Context: an optimization exercise on an open-source flow, tuned for small area and a short achievable clock period. The choices shown serve that exercise and are no tape-out recipe.
In this exercise RTL edits were held to simulation tests only and were not proved equivalent to the original.
Power figures rest on the tool's default switching activity, not on a simulated workload.

==> inputs of run P <==
==> flow/design.v (excerpt) <==
module CircuitTest (a,b,c,z,x,clk,rst);
input [63:0] a, b, c;
input clk,rst;
output reg [31:0] z, x;
reg [32:0] ar, yr;
reg er;
  ...
Settings: LEC_CHECK=0, ABC_AREA=1, CAP_MARGIN=20, CORE_MARGIN=2, CORE_UTILIZATION=40, CTS_BUF_LIST=sky130_fd_sc_hd__clkbuf_8, SETUP_SLACK_MARGIN=4.4, SLEW_MARGIN=20, SYNTH_HIERARCHICAL=1, TNS_END_PERCENT=20; clock period 7.5 ns.
standard.sh (not shown) runs the stock make flow with config.mk's settings and CLKGATE_MAP_FILE= SYNTH_SCRIPT=/design/flow/synth_recipe.tcl, a recipe that flattens the netlist after the stock synthesis.
==> flow/flow/run.sh <==
#!/bin/bash
# Own layout flow: the standard ORFS flow (standard.sh) with these changes:
#  - synthesis script flow/mixsynth.tcl: synth_recipe.tcl with ABC run per module,
#    the small gate modules (g_*) with ORFS's speed script and the top module with
#    ORFS's area script (ABC_AREA 1); hierarchy is flattened at the end as before;
#  - no Yosys full/half-adder extraction (ADDER_MAP_FILE empty);
#  - ABC sizes for a 2 fF load (ABC_LOAD_IN_FF), so gate modules get small cells;
#  - the port buffers that buffer_ports puts on every input and output are
#    sky130_fd_sc_hd__buf_1 instead of the default delay buffer.
# Make's full output goes to flow_make.log here; each ORFS step keeps its own log
# under orfs/logs/.
set -uo pipefail
here=$(pwd)
bash standard.sh ADDER_MAP_FILE= ABC_LOAD_IN_FF=2 \
  "SYNTH_SCRIPT=$here/flow/mixsynth.tcl" \
  "BUFFER_PORTS_ARGS=-buffer_cell sky130_fd_sc_hd__buf_1" \
  finish > flow_make.log 2>&1
==> flow/flow/mixsynth.tcl <==
# The standard flow's synthesis script (synth_recipe.tcl) with one change: ABC maps the small
# gate modules (g_*) with ORFS's speed script, which keeps XOR and MUX cells,
# and the rest of the design with ORFS's area script.
proc synth {args} { yosys synth -nofsm -noshare {*}$args }
proc abc {args} {
  set i [lsearch -exact $args -script]
  set speed [lreplace $args $i [expr {$i + 1}] -script $::env(SCRIPTS_DIR)/abc_speed.script]
  set area [lreplace $args $i [expr {$i + 1}] -script $::env(SCRIPTS_DIR)/abc_area.script]
  foreach m [split [string trim [yosys tee -q -s result.string select -list-mod =g_*]] "\n"] {
    if {$m ne ""} { yosys abc {*}$speed =$m }
  }
  yosys abc {*}$area =$::env(DESIGN_NAME)
}
source $::env(SCRIPTS_DIR)/synth.tcl
# left out here: clear keep_hierarchy, flatten, clean up, hide names made inside functions, write 1_2_yosys.v
==> run A (differences from run P) <==
--- a/flow/config.mk
+++ b/flow/config.mk
@@ -10,7 +10,7 @@
 export CORE_MARGIN = 2
 export CORE_UTILIZATION = 40
-export CTS_BUF_LIST = sky130_fd_sc_hd__clkbuf_8
+export CTS_BUF_LIST = sky130_fd_sc_hd__clkbuf_4
 export SETUP_SLACK_MARGIN = 4.4
 export SLEW_MARGIN = 20
 export SYNTH_HIERARCHICAL = 1
-export TNS_END_PERCENT = 20
+export TNS_END_PERCENT = 0
==> run X (differences from run P) <==
--- a/flow/config.mk
+++ b/flow/config.mk
@@ -11,6 +11,6 @@
 export CORE_UTILIZATION = 40
 export CTS_BUF_LIST = sky130_fd_sc_hd__clkbuf_8
-export SETUP_SLACK_MARGIN = 4.4
+export SETUP_SLACK_MARGIN = 4.3
 export SLEW_MARGIN = 20
 export SYNTH_HIERARCHICAL = 1
-export TNS_END_PERCENT = 20
+export TNS_END_PERCENT = 0
==> run E (differences from run P) <==
--- a/flow/config.mk
+++ b/flow/config.mk
@@ -9,8 +9,8 @@
 export CAP_MARGIN = 20
 export CORE_MARGIN = 2
-export CORE_UTILIZATION = 40
+export CORE_UTILIZATION = 50
 export CTS_BUF_LIST = sky130_fd_sc_hd__clkbuf_8
 export SETUP_SLACK_MARGIN = 4.4
 export SLEW_MARGIN = 20
 export SYNTH_HIERARCHICAL = 1
-export TNS_END_PERCENT = 20
+export TNS_END_PERCENT = 0
==> run summary <==
Between run E and run P, the lower first-iteration DRC count is in run P (gap about 24%, measured against run P). Between run E and run A, the lower clock power is in run A (gap about 9%, measured against run A). Via count is about the same in run E and run A. Worst hold slack: run A > run X > run P > run E. The lowest final area belongs to run X, the highest to run E. Register-to-register slack: run E is better than run X (0.03 ns). Sequential power is about the same in run P and run X. In run E the final cell count is smaller than in run X, by about 3.7%.

[what the ideal ports hide]
How much do the figures lean on ideal ports? The routed layouts below were timed once more, with nothing changed but the port constraints. Step 1 assumes that a clkbuf_16 drives the clock port and a buf_2 every other input. Step 2, shift: input delay + t, output delay - t, t = (earliest + latest rising clock arrival at the registers) / 2. This alone moves slack from input paths to output paths. a / b / c = ideal ports / drivers / drivers and shift; a / b = the first two.
| run | t, ns | slack for setup (ns) | worst data-port slew with drivers (ns) |
|---|---|---|---|
| run P | 0.484 | 4.319 / 4.336 / 3.852 | 0.09 |
| run A | 0.574 | 4.292 / 4.284 / 3.710 | 0.09 |
| run X | 0.486 | 4.301 / 4.319 / 3.832 | 0.09 |
| run E | 0.480 | 4.316 / 4.324 / 3.844 | 0.08 |
After both steps setup and hold are still met in every run listed. The setup slack of run A, which loses most, moves by -0.008 ns with the drivers and by -0.582 ns with both steps.
